This design comes from an exercise in tuning for a short achievable clock period and few clock cycles on the open sky130 flow, not from production work. Only simulation tests tie the RTL to the original design; equivalence was not proved. Power figures rest on the tool's default switching activity, not on a simulated workload.

==> design/flow/design.v <==
module processor( input         clk, reset,
                  output [31:0] PC,
                  input  [31:0] instruction,
                  output        WE,
                  output [31:0] address_to_mem,
                  output [31:0] data_to_mem,
                  input  [31:0] data_from_mem
                );
    wire 		PC_Jal_J;
    wire 		PC_Jr;
    wire 		Branch;
    wire 		RegWrite;
    wire 		MemToReg;
    wire 		RegDst;
    wire 		ALUSrc;
    wire [3:0]  ALUControl;
    control_unit control_inst(instruction[31:26], 
    						  instruction[5:0], 
    						  instruction[10:6], 
    						  PC_Jal_J, 
    						  PC_Jr, 
    						  Branch, 
    						  RegWrite, 
    						  MemToReg, 
    						  WE, 
    						  RegDst, 
    						  ALUSrc, 
    						  ALUControl);
    data_path  execution_inst(clk, 
    					      reset, 
    					      instruction, 
    					      data_from_mem, 
    					      ALUControl, 
    					      PC_Jal_J, 
    					      PC_Jr, 
    					      Branch, 
    					      RegWrite, 
    					      MemToReg, 
    					      RegDst, 
    					      ALUSrc, 
    					      PC, 
    					      address_to_mem, 
    					      data_to_mem);
endmodule
module control_unit (input [5:0] OpCode,
					 input [5:0] Funct,
					 input [4:0] Shamt,
					 output reg PC_Jal_J, PC_Jr, Branch, RegWrite, MemToReg, WE, RegDst, ALUSrc,
					 output reg [3:0] ALUControl);
always @(OpCode or Funct or Shamt) begin
	case(OpCode)
		6'b000010 :	begin		 
			{PC_Jal_J, PC_Jr, Branch, RegWrite, WE, MemToReg, ALUSrc, ALUControl, RegDst} = 12'b100000000000;
		end
		6'b000011 :	begin		 
			{PC_Jal_J, PC_Jr, Branch, RegWrite, WE, MemToReg, ALUSrc, ALUControl, RegDst} = 12'b100100000000;
		end
		6'b000111 :	begin		 
			{PC_Jal_J, PC_Jr, Branch, RegWrite, WE, MemToReg, ALUSrc, ALUControl, RegDst} = 12'b010000000000;
		end
		6'b000100 :	begin		 
			{PC_Jal_J, PC_Jr, Branch, RegWrite, WE, MemToReg, ALUSrc, ALUControl, RegDst} = 12'b001000001100;
		end
		6'b100011 :	begin		 
			{PC_Jal_J, PC_Jr, Branch, RegWrite, WE, MemToReg, ALUSrc, ALUControl, RegDst} = 12'b000101100100;
		end
		6'b101011 :	begin		 
			{PC_Jal_J, PC_Jr, Branch, RegWrite, WE, MemToReg, ALUSrc, ALUControl, RegDst} = 12'b000010100100;
		end
		6'b001000 :	begin		 
			{PC_Jal_J, PC_Jr, Branch, RegWrite, WE, MemToReg, ALUSrc, ALUControl, RegDst} = 12'b000100100100;
		end
		6'b011111 :	begin		 
			if (Funct == 6'b010000) begin
				case (Shamt) 
					5'b00000 : begin 		 
						{PC_Jal_J, PC_Jr, Branch, RegWrite, WE, MemToReg, ALUSrc, ALUControl, RegDst} = 12'b000100010001;
					end
					5'b00100 : begin 		 
						{PC_Jal_J, PC_Jr, Branch, RegWrite, WE, MemToReg, ALUSrc, ALUControl, RegDst} = 12'b000100010011;
					end
					default : begin 	     
						{PC_Jal_J, PC_Jr, Branch, RegWrite, WE, MemToReg, ALUSrc, ALUControl, RegDst} = 12'b000000000000;
					end
				endcase					
			end else begin 		 
				{PC_Jal_J, PC_Jr, Branch, RegWrite, WE, MemToReg, ALUSrc, ALUControl, RegDst} = 12'b000000000000;
			end
		end
		6'b000000 :	begin		 
			case (Funct) 
				6'b100000 : begin 		 
					{PC_Jal_J, PC_Jr, Branch, RegWrite, WE, MemToReg, ALUSrc, ALUControl, RegDst} = 12'b000100000101;
				end
				6'b100010 : begin 		 
					{PC_Jal_J, PC_Jr, Branch, RegWrite, WE, MemToReg, ALUSrc, ALUControl, RegDst} = 12'b000100001101;
				end 
				6'b100100 : begin 		 
					{PC_Jal_J, PC_Jr, Branch, RegWrite, WE, MemToReg, ALUSrc, ALUControl, RegDst} = 12'b000100000001;
				end
				6'b100101 : begin 		 
					{PC_Jal_J, PC_Jr, Branch, RegWrite, WE, MemToReg, ALUSrc, ALUControl, RegDst} = 12'b000100000011;
				end
				6'b101010 : begin 		 
					{PC_Jal_J, PC_Jr, Branch, RegWrite, WE, MemToReg, ALUSrc, ALUControl, RegDst} = 12'b000100001111;
				end
				6'b000100 : begin 		 
					{PC_Jal_J, PC_Jr, Branch, RegWrite, WE, MemToReg, ALUSrc, ALUControl, RegDst} = 12'b000100010101;
				end
				6'b000110 : begin 		 
					{PC_Jal_J, PC_Jr, Branch, RegWrite, WE, MemToReg, ALUSrc, ALUControl, RegDst} = 12'b000100010111;
				end	
				6'b000111 : begin 		 
					{PC_Jal_J, PC_Jr, Branch, RegWrite, WE, MemToReg, ALUSrc, ALUControl, RegDst} = 12'b000100011001;
				end
				default : begin 		 
					{PC_Jal_J, PC_Jr, Branch, RegWrite, WE, MemToReg, ALUSrc, ALUControl, RegDst} = 12'b000000000000;
				end	
			endcase
		end
		default : begin 	     
			{PC_Jal_J, PC_Jr, Branch, RegWrite, WE, MemToReg, ALUSrc, ALUControl, RegDst} = 12'b000000000000;
		end
	endcase	
end
endmodule
module data_path (input  		clk, reset,
				  input  [31:0] instruction,
				  input  [31:0] data_from_mem,
				  input  [3:0]  ALUControl,
				  input         PC_Jal_J, PC_Jr, Branch, RegWrite, MemToReg, RegDst, ALUSrc,
				  output [31:0] PC,
				  output [31:0] address_to_mem,
				  output [31:0] data_to_mem);
wire 		PC_Beq;
wire 		Zero;
wire [31:0] SrcA;
wire [31:0] SrcB;
wire [31:0] PC_Jal_J_v;
wire [31:0] PC_Beq_v;
wire [31:0] PCPlus4;
wire [31:0] PCNext;
wire [31:0] ExtData;
wire [31:0] ExtData4;
wire [31:0] Resault;
wire [31:0] WD3;
wire [4:0]  A3;
wire [4:0]  A3Dst;
alu 			alu32bit   (ALUControl, 			 
							SrcA, 					 
							SrcB, 					 
							address_to_mem, 		 
							Zero);					 
file_register 	registers  (WD3, 					 
							instruction[25:21], 	 
							instruction[20:16], 	 
							A3, 					 
							RegWrite, 				 
							clk, 					 
							SrcA, 					 
							data_to_mem);			 
summator_32    PCsummator  (PC,									  	 
							32'b00000000000000000000000000000100, 	 
							PCPlus4);								 
summator_32   BEQsummator  (ExtData4,								 
							PCPlus4, 								 
							PC_Beq_v);								 
and_1x1        andBeqZero  (Zero, 			 
							Branch, 		 
							PC_Beq);    	 
pc_jal_j  PC_Jal_J_vector  (PCPlus4[31:28],  		 
							instruction[25:0],		 
							PC_Jal_J_v);			 
sign_ext       signed_ext  (instruction[15:0], 		 
							ExtData);				 
left_shift_2  	     ls_2  (ExtData, 				 
							ExtData4);				 
mux_5_5      mux_WriteDst  (RegDst,					 
							instruction[20:16],		 
							instruction[15:11],		 
							A3Dst);					 
mux_5_5 mux_WriteJalOrDst  (PC_Jal_J,				 
							A3Dst,					 
							5'b11111,				 
							A3);					 
mux_32_32 mux_WriteDataReg (PC_Jal_J,				 
							Resault,				 
							PCPlus4,				 
							WD3);					 
mux_32_32      mux_ALUSrc  (ALUSrc,					 
							data_to_mem,			 
							ExtData,				 
							SrcB);					 
mux_32_32    mux_MemToReg  (MemToReg,				 
							address_to_mem,			 
							data_from_mem,			 
							Resault);				 
mux_PC		mux_PCounter   (PC_Jr,					 
							PC_Jal_J,				 
							PC_Beq,					 
							SrcA,					 
							PC_Jal_J_v,				 
							PC_Beq_v,				 
							PCPlus4,				 
							PCNext);				 
PCounter   CounterControl  (PCNext,					 
							clk,					 
							reset,					 
							PC);					 
endmodule
module alu (input 	   [3:0]  ALUControl,
            input 	   [31:0] SrcA, SrcB,
            output reg [31:0] ALUResult,
            output reg 		  Zero );
    always @(ALUControl or SrcA or SrcB) begin
    	case(ALUControl) 
    		4'b0010 : begin 					 
    			ALUResult = SrcA + SrcB;
    		end
    		4'b0110 : begin 					 
    			ALUResult = SrcA - SrcB;
    		end
    		4'b0000 : begin 					 
    			ALUResult = SrcA & SrcB;
    		end
			4'b0001 : begin 					 
    			ALUResult = SrcA | SrcB;
    		end
    		4'b0111 : begin 					 
    			if (SrcA < SrcB) begin
    				ALUResult = 32'b00000000000000000000000000000001;
    			end else begin
    				ALUResult = 32'b00000000000000000000000000000000;
    			end
    		end
    		4'b1000 : begin 					 
    			ALUResult[7:0]   = SrcA[7:0]   + SrcB[7:0];
    			ALUResult[15:8]  = SrcA[15:8]  + SrcB[15:8];
    			ALUResult[23:16] = SrcA[23:16] + SrcB[23:16];
    			ALUResult[31:24] = SrcA[31:24] + SrcB[31:24];
    		end
    		4'b1001 : begin 					 
				ALUResult[7:0] = SrcA[6:0] + SrcB[6:0];
				if ((ALUResult[7] && (SrcA[7] || SrcB[7])) || (!ALUResult[7] && SrcA[7] && SrcB[7])) begin
					ALUResult[7:0] = 8'b11111111;
				end else begin
					ALUResult[7] = ALUResult[7] + SrcA[7] + SrcB[7];
				end
				ALUResult[15:8] = SrcA[14:8] + SrcB[14:8];
				if ((ALUResult[15] && (SrcA[15] || SrcB[15])) || (!ALUResult[15] && SrcA[15] && SrcB[15])) begin
					ALUResult[15:8] = 8'b11111111;
				end else begin
					ALUResult[15] = ALUResult[15] + SrcA[15] + SrcB[15];
				end
				ALUResult[23:16] = SrcA[22:16] + SrcB[22:16];
				if ((ALUResult[23] && (SrcA[23] || SrcB[23])) || (!ALUResult[23] && SrcA[23] && SrcB[23])) begin
					ALUResult[23:16] = 8'b11111111;
				end else begin
					ALUResult[23] = ALUResult[23] + SrcA[23] + SrcB[23];
				end
				ALUResult[31:24] = SrcA[30:24] + SrcB[30:24];
				if ((ALUResult[31] && (SrcA[31] || SrcB[31])) || (!ALUResult[31] && SrcA[31] && SrcB[31])) begin
					ALUResult[31:24] = 8'b11111111;
				end else begin
					ALUResult[31] = ALUResult[31] + SrcA[31] + SrcB[31];
				end
    		end
    		4'b1010 : begin 					 
    			ALUResult = SrcB << (SrcA[4:0]);	
    		end
    		4'b1011 : begin 					 
				ALUResult = SrcB >> (SrcA[4:0]);
    		end
    		4'b1100 : begin 					 
    			case(SrcA[4:0]) 
    			5'b00000 : ALUResult = SrcB;
    			5'b00001 : ALUResult = {{1{SrcB[31]}},  SrcB[31:1]};
    			5'b00010 : ALUResult = {{2{SrcB[31]}},  SrcB[31:2]};
    			5'b00011 : ALUResult = {{3{SrcB[31]}},  SrcB[31:3]};
    			5'b00100 : ALUResult = {{4{SrcB[31]}},  SrcB[31:4]};
    			5'b00101 : ALUResult = {{5{SrcB[31]}},  SrcB[31:5]};
    			5'b00110 : ALUResult = {{6{SrcB[31]}},  SrcB[31:6]};
    			5'b00111 : ALUResult = {{7{SrcB[31]}},  SrcB[31:7]};
    			5'b01000 : ALUResult = {{8{SrcB[31]}},  SrcB[31:8]};
    			5'b01001 : ALUResult = {{9{SrcB[31]}},  SrcB[31:9]};
    			5'b01010 : ALUResult = {{10{SrcB[31]}}, SrcB[31:10]};
    			5'b01011 : ALUResult = {{11{SrcB[31]}}, SrcB[31:11]};
    			5'b01100 : ALUResult = {{12{SrcB[31]}}, SrcB[31:12]};
    			5'b01101 : ALUResult = {{13{SrcB[31]}}, SrcB[31:13]};
    			5'b01110 : ALUResult = {{14{SrcB[31]}}, SrcB[31:14]};
    			5'b01111 : ALUResult = {{15{SrcB[31]}}, SrcB[31:15]};
    			5'b10000 : ALUResult = {{16{SrcB[31]}}, SrcB[31:16]};
    			5'b10001 : ALUResult = {{17{SrcB[31]}}, SrcB[31:17]};
    			5'b10010 : ALUResult = {{18{SrcB[31]}}, SrcB[31:18]};
    			5'b10011 : ALUResult = {{19{SrcB[31]}}, SrcB[31:19]};
    			5'b10100 : ALUResult = {{20{SrcB[31]}}, SrcB[31:20]};
    			5'b10101 : ALUResult = {{21{SrcB[31]}}, SrcB[31:21]};
    			5'b10110 : ALUResult = {{22{SrcB[31]}}, SrcB[31:22]};
    			5'b10111 : ALUResult = {{23{SrcB[31]}}, SrcB[31:23]};
    			5'b11000 : ALUResult = {{24{SrcB[31]}}, SrcB[31:24]};
    			5'b11001 : ALUResult = {{25{SrcB[31]}}, SrcB[31:25]};
    			5'b11010 : ALUResult = {{26{SrcB[31]}}, SrcB[31:26]};
    			5'b11011 : ALUResult = {{27{SrcB[31]}}, SrcB[31:27]};
    			5'b11100 : ALUResult = {{28{SrcB[31]}}, SrcB[31:28]};
    			5'b11101 : ALUResult = {{29{SrcB[31]}}, SrcB[31:29]};
    			5'b11110 : ALUResult = {{30{SrcB[31]}}, SrcB[31:30]};
    			5'b11111 : ALUResult = {{31{SrcB[31]}}, SrcB[31]};
    			default  : ALUResult = {{31{SrcB[31]}}, SrcB[31]};
    			endcase
    		end
    		default : begin
    			ALUResult[31:0] = 32'b00000000000000000000000000000000;
    		end
    	endcase
    end
    always @(ALUResult) begin
    	if (ALUResult == 0) begin
    		Zero = 1'b1;
    	end else begin
    		Zero = 1'b0;
    	end
    end
endmodule
module file_register (input 	 [31:0] WriteData_3,
					  input 	 [4:0]  A1, A2, A3,
					  input 			WriteEnable_3, clk,		
					  output reg [31:0] RegistrData_1, RegistrData_2);
	reg [31:0] register[31:0];
	always @(*) begin
		RegistrData_1 = (A1 == 5'd0) ? 32'h00000000 : register[A1];
		RegistrData_2 = (A2 == 5'd0) ? 32'h00000000 : register[A2];
	end
	always @(posedge clk) begin
		if (WriteEnable_3 && A3 != 0) begin
			register[A3] <= WriteData_3;
		end
	end
endmodule
module summator_32 (input 	[31:0] Data_0, Data_1,
					output  [31:0] ReturnData);
	assign ReturnData = Data_1 + Data_0;
endmodule
module and_1x1 (input 	   Data_0, Data_1, 
				output reg ReturnData);
	always @(Data_0 or Data_1) begin
		ReturnData = Data_1 & Data_0;
	end
endmodule
module pc_jal_j (input 		[3:0]  PcLeft_4,
				 input 		[25:0] Imm_26,
				 output reg [31:0] Pc_Jal_J);
	always @(*) begin
		Pc_Jal_J = {PcLeft_4[3:0], Imm_26[25:0], {2{1'b0}}};
	end
endmodule
module sign_ext (input 		[15:0] imm_16,
				 output reg [31:0] imm_32);
always @(imm_16) begin
	if (imm_16[15] == 1) begin
		imm_32 = 32'b11111111111111110000000000000000 + imm_16;
	end else begin
		imm_32 = 32'b00000000000000000000000000000000 + imm_16;
	end
end
endmodule
module left_shift_2 (input 		[31:0] InputNum,
					 output reg [31:0] OutputNum);
	always @(InputNum) begin
		OutputNum = {InputNum[29:0], {2'b00}};
	end
endmodule
module mux_5_5 (input 			  Control,
				input 		[4:0] Data_0, Data_1,
				output reg  [4:0] ReturnData);
	always @(Data_0 or Data_1 or Control) begin
		if (Control == 0) begin
			ReturnData = Data_0;
		end else begin
			ReturnData = Data_1;
		end
	end
endmodule
module mux_32_32 (input 			Control,
				  input 	 [31:0] Data_0, Data_1,
				  output reg [31:0] ReturnData);
	always @(Control or Data_0 or Data_1) begin
		if (Control == 0) begin
			ReturnData = Data_0;	
		end else begin
			ReturnData = Data_1;
		end
	end
endmodule
module mux_PC (input 	   		 jr, jal_j, beq,
			   input 	  [31:0] jr_pc, jal_j_pc, beq_pc, pointer_pc, 
			   output reg [31:0] ret_pc);
	always @(*) begin
		if (jr == 1) begin
			ret_pc = jr_pc;
		end else if (jal_j == 1) begin
			ret_pc = jal_j_pc;
		end else if (beq == 1) begin
			ret_pc = beq_pc;
		end else begin
			ret_pc = pointer_pc;
		end
	end
endmodule
module PCounter (input 		[31:0] newPC,
				 input 			   clk, reset,
				 output reg [31:0] PC);
always @(posedge clk) begin
	if (reset) begin
		PC <= 32'b00000000000000000000000000000000;
	end
	else begin
		PC <= newPC;
	end
end
endmodule
==> design/flow/run.sh <==
#!/bin/bash
# synth_recipe.tcl (not shown) runs the flow's synth.tcl, then flattens the netlist and writes it again
# the make line also repeats each setting of config.mk as NAME=value (left out here)
make -C /OpenROAD-flow-scripts/flow DESIGN_CONFIG=/design/flow/config.mk WORK_HOME=/design/flow/orfs CLKGATE_MAP_FILE= SYNTH_SCRIPT=/design/flow/synth_recipe.tcl finish
==> design/flow/config.mk <==
export PLATFORM = sky130hd
export DESIGN_NAME = processor
export DESIGN_NICKNAME = processor
export VERILOG_FILES = /design/flow/design.v
export SDC_FILE = /design/flow/constraint.sdc
export NUM_CORES = 4
export LEC_CHECK = 0
export CAP_MARGIN = 20
export CORE_MARGIN = 2
export CORE_UTILIZATION = 40
export SLEW_MARGIN = 20
==> design/flow/constraint.sdc <==
create_clock -name core_clock -period 12.5 [get_ports {clk}]
set_input_delay 2.5000 -clock core_clock [delete_from_list [all_inputs] [get_ports {clk}]]
set_output_delay 2.5000 -clock core_clock [all_outputs]
set_load 0.01 [all_outputs]
==> results.sh <==
export IMPL_initialDrtViolationCount=9066
export IMPL_grt_pass1_wl_mm=424
export IMPL_post_route_drc_count=0
export IMPL_wire_per_inst_um=40.5
export IMPL_crit_path_start="instruction[27]"
export IMPL_hpwl_mm=211
export IMPL_cp_required_ps=10000
export IMPL_first_pass_iters=8
export IMPL_cts_tree="yes"
export IMPL_cp_end_kind="primary output"
export IMPL_hold_viol_final=0
export IMPL_finalCritPeriodShare=0.979
export IMPL_fin_nets=5546
export IMPL_gp_congestion=1.18
export IMPL_hp_start="execution_inst.CounterControl.PC[0]"
export IMPL_antenna_found_initial=10
export IMPL_critPathMostFrequentCell="buf_4"
export IMPL_setup_viol=0
export IMPL_critical_path_slowest_cell="nor4b_1"
export IMPL_worstPathMaxFanout=24
export IMPL_setup_tns_ps=0
export IMPL_worstSetupPathType="in -> out"
export IMPL_slew_viol_final=0
export IMPL_postRouteAntennaNets=0
export IMPL_path_cells="clkdlybuf4s50_1, nor4b_1, o21a_1, buf_4, nand2_1, o21ai_1, ha_1, or3_1, o211ai_1, o21bai_1, or3_1, mux2i_1, o211ai_1, buf_4, a21oi_1, o2111ai_1, a21bo_2, o21bai_1, a211o_1, nand2_1, o311ai_0, buf_4, clkdlybuf4s50_1"
export IMPL_top_layer_used="met5"
export IMPL_arrival_ps=9740
export IMPL_finalWorstSetupSlack_ps=262
export IMPL_clock_latency_ps=770
export IMPL_max_cap_violations=0
export IMPL_via_count=54827
export IMPL_die_w_um=409
export IMPL_rsz0062_at_grt="false"
export IMPL_initial_core_util=0.404
export IMPL_clk_pin_slew_ps=60
export IMPL_startpoint_type="input pin"
export IMPL_yosysWarnings=11
export IMPL_wl_met3_mm=44.6
export IMPL_p_per_area_nw_per_um2=138
export IMPL_async_reset_ff_frac=0
export IMPL_hold_buffers=0
export IMPL_hold_path_class="reg -> reg"
export IMPL_grt_max_degree=66
export IMPL_syn_avg_cell_area_um2=12.9
export IMPL_numCtsBuffers=108
export IMPL_synth_cell_types=118
export IMPL_crit_family="compound AO/OA/AOI/OAI gates"
export IMPL_clkSinkCount=1056
export IMPL_crit_buf_inv=5
export IMPL_drive_gt1_frac=0.235
export IMPL_grt_pass1_vias=52551
export IMPL_synthesis_instances=5079
export IMPL_grt_usage=0.360
export IMPL_crit_path_max_incr_delay_ps=580
export IMPL_fillCellCount=14451
export IMPL_ys_seq_area_frac=0.477
export IMPL_fmax_mhz=81.7
export IMPL_totalWireLength_mm=309
export IMPL_cts_root_buf="clkbuf_16"
export IMPL_skew_ps=40.7
export IMPL_ys_ff_latch=1056
export IMPL_min_period_ps=12240
export IMPL_area_growth_pct=15.2
export IMPL_synth_edf_count=1024
export IMPL_dieArea_um2=168000
export IMPL_via_per_inst=7.20
export IMPL_dpl_worst_slack_ps=2.60
export IMPL_p_leak_nw=25.9
export IMPL_multi_input_area_um2=32600
export IMPL_vdd_drop_max_uv=119
export IMPL_status="no timing/DRC/antenna violations"
export IMPL_wl_met2_mm=132
export IMPL_io_buffer_count=162
export IMPL_num_rows=148
export IMPL_reg2reg_from="execution_inst.registers.register[29][14]"
export IMPL_wl_met1_mm=108
export IMPL_synth_ff_type="edfxtp_1"
export IMPL_syn_area_um2=65800
export IMPL_coreArea_um2=163000
export IMPL_worst_slew_pin_slew_ps=1290
export IMPL_io_pins=163
export IMPL_cts_buffer_depth=3
export IMPL_htreeDepth=3
export IMPL_grt_ovfl_total=0
export IMPL_dieHeight_um=409
export IMPL_ff_latch_area_um2=31400
export IMPL_slew_headroom=0.136
## through the flow
step	cell area, µm²	cells	util	hold WS, ps	total power, W
floorplan	65900	5110	-	557	0.00571
global route	75800	7611	0.465	585	0.0107
detailed placement	72000	7405	0.442	527	0.00691
global placement	72000	7405	0.442	515	0.00692
CTS	75800	7610	0.465	543	0.0103
finish	75800	7615	0.465	550	0.0105
## kinds of logic (layout without fill, tap and decap cells)
logic type,after synthesis,in the layout,synth area share
simple gates,1199,1199,0.0862
fa+ha+maj,136,136,0.0270
xor+xnor,89,89,0.0119
buf+inv,538,864,0.0380
other cells,1,36,0.0000570
flops,1056,1056,0.477
compound gates,1282,1282,0.145
mux,778,778,0.215
## layout by cell type (no fill, tap or decap), types with 33 or more instances in the layout
| cell type | instances |
|---|---|
| clkbuf_16 | 108 |
| nor2_4 | 36 |
| a31oi_1 | 37 |
| o2111ai_1 | 33 |
| a22oi_1 | 64 |
| nor3_1 | 108 |
| a211oi_1 | 45 |
| xnor2_1 | 65 |
| mux4_2 | 495 |
| a211o_1 | 39 |
| a22o_1 | 68 |
| mux2i_1 | 242 |
| edfxtp_1 | 1024 |
| o221ai_1 | 64 |
| nand2_1 | 348 |
| and3_1 | 39 |
| a21o_1 | 42 |
| ha_1 | 126 |
| a221oi_1 | 35 |
| o21ai_0 | 157 |
| o22ai_1 | 92 |
| nor2_1 | 303 |
| inv_1 | 107 |
| or3_1 | 33 |
| clkdlybuf4s50_1 | 153 |
| o211ai_1 | 55 |
| nor4_1 | 42 |
| nand3_1 | 104 |
| a21oi_1 | 179 |
| buf_4 | 341 |
## cell type report
type                    instances  area share
clock buffers                 124      0.0365
clock inverters                78      0.0132
flip-flops and latches       1056       0.414
repair buffers                529      0.0627
multi-input cells            3516       0.431
diodes                          4    0.000132
inverters                     133     0.00675
well taps                    2175      0.0359
## state kept, by name (all words and copies together) (netlist names)
signal                             count
execution_inst.CounterControl.PC      32
execution_inst.registers.register   1024
## where the power goes
group          leakage (nW)  internal (W)  switching, W  total (W)
Combinational          14.5      0.000927       0.00200    0.00293
Clock                  1.82       0.00198       0.00148    0.00346
Sequential             9.64       0.00407     0.0000135    0.00408
## final timing paths
check | endpoint | slack (ps) | cells after the start
max | address_to_mem[31] | 260 | 23
max reg2reg | execution_inst.CounterControl.PC[18] | 4300 | 26
min reg2reg | execution_inst.CounterControl.PC[0] | 550 | 2
min | execution_inst.CounterControl.PC[0] | 550 | 2
## routing by layer
metal | up-vias | track usage
met5 | - | 0
met4 | 14 | 0.220
met3 | 1208 | 0.130
met2 | 4683 | 0.529
met1 | 27579 | 0.454
li1 | 21343 | -
## repair_timing
action                                  4_1_cts  5_1_grt
buffers inserted                              3        0
endpoints found under the setup margin        1        2
gates resized for setup                       0        3
## synthesized netlist by cell type (33+ instances only)
library cell / count / area, µm²
edfxtp_1: 1024 / 30700
mux4_2: 495 / 11100
nand2_1: 350 / 1310
nor2_1: 344 / 1290
mux2i_1: 243 / 2430
clkbuf_1: 224 / 841
a21oi_1: 209 / 1050
o21ai_0: 160 / 801
ha_1: 126 / 1580
nor3_1: 114 / 571
inv_1: 109 / 409
nand3_1: 104 / 521
o22ai_1: 92 / 576
buf_2: 74 / 370
a22o_1: 68 / 596
xnor2_1: 65 / 569
a22oi_1: 64 / 480
o221ai_1: 64 / 561
buf_1: 56 / 210
o211ai_1: 55 / 413
a211oi_1: 46 / 345
nor4_1: 46 / 288
a21o_1: 42 / 315
a31oi_1: 40 / 250
a211o_1: 39 / 342
and3_1: 39 / 244
a221oi_1: 35 / 307
buf_6: 35 / 394
o2111ai_1: 33 / 289
or3_1: 33 / 206
## worst min-delay path, stage by stage (launching register included)
cell,delay [ps]
dfxtp_1,360
a22oi_1,80
nor2_1,80
Testbench counts, summed over its fixed seeds: cycles 250,272.

port drivers added, routing unchanged:
The flow's constraints put no driver on any port. The routed layout listed below was extracted and timed again, unchanged, in two steps. Step 1 (the two cells are an assumption about what drives the block):
set clk [get_ports {clk}]
set_driving_cell -lib_cell sky130_fd_sc_hd__clkbuf_16 $clk
set_driving_cell -lib_cell sky130_fd_sc_hd__buf_2 [delete_from_list [all_inputs] $clk]
Step 2, shift: input delay + t, output delay - t, t = (earliest + latest rising clock arrival at the registers) / 2. This alone moves slack from input paths to output paths. Slacks: no drivers / after step 1 / after step 2; pairs: no drivers / after step 1.
t, ns: 0.833
slack for setup (ns): 0.262 / 0.195 / 0.195
worst hold slack (ns): 0.550 / 0.550 / 0.550
latest minus earliest clock arrival (ns): 0.041 / 0.041
worst data-port slew with drivers (ns): 0.08
After both steps setup and hold are still met in this run. The setup slack of this run moves by -0.067 ns with the drivers and by -0.067 ns with both steps.
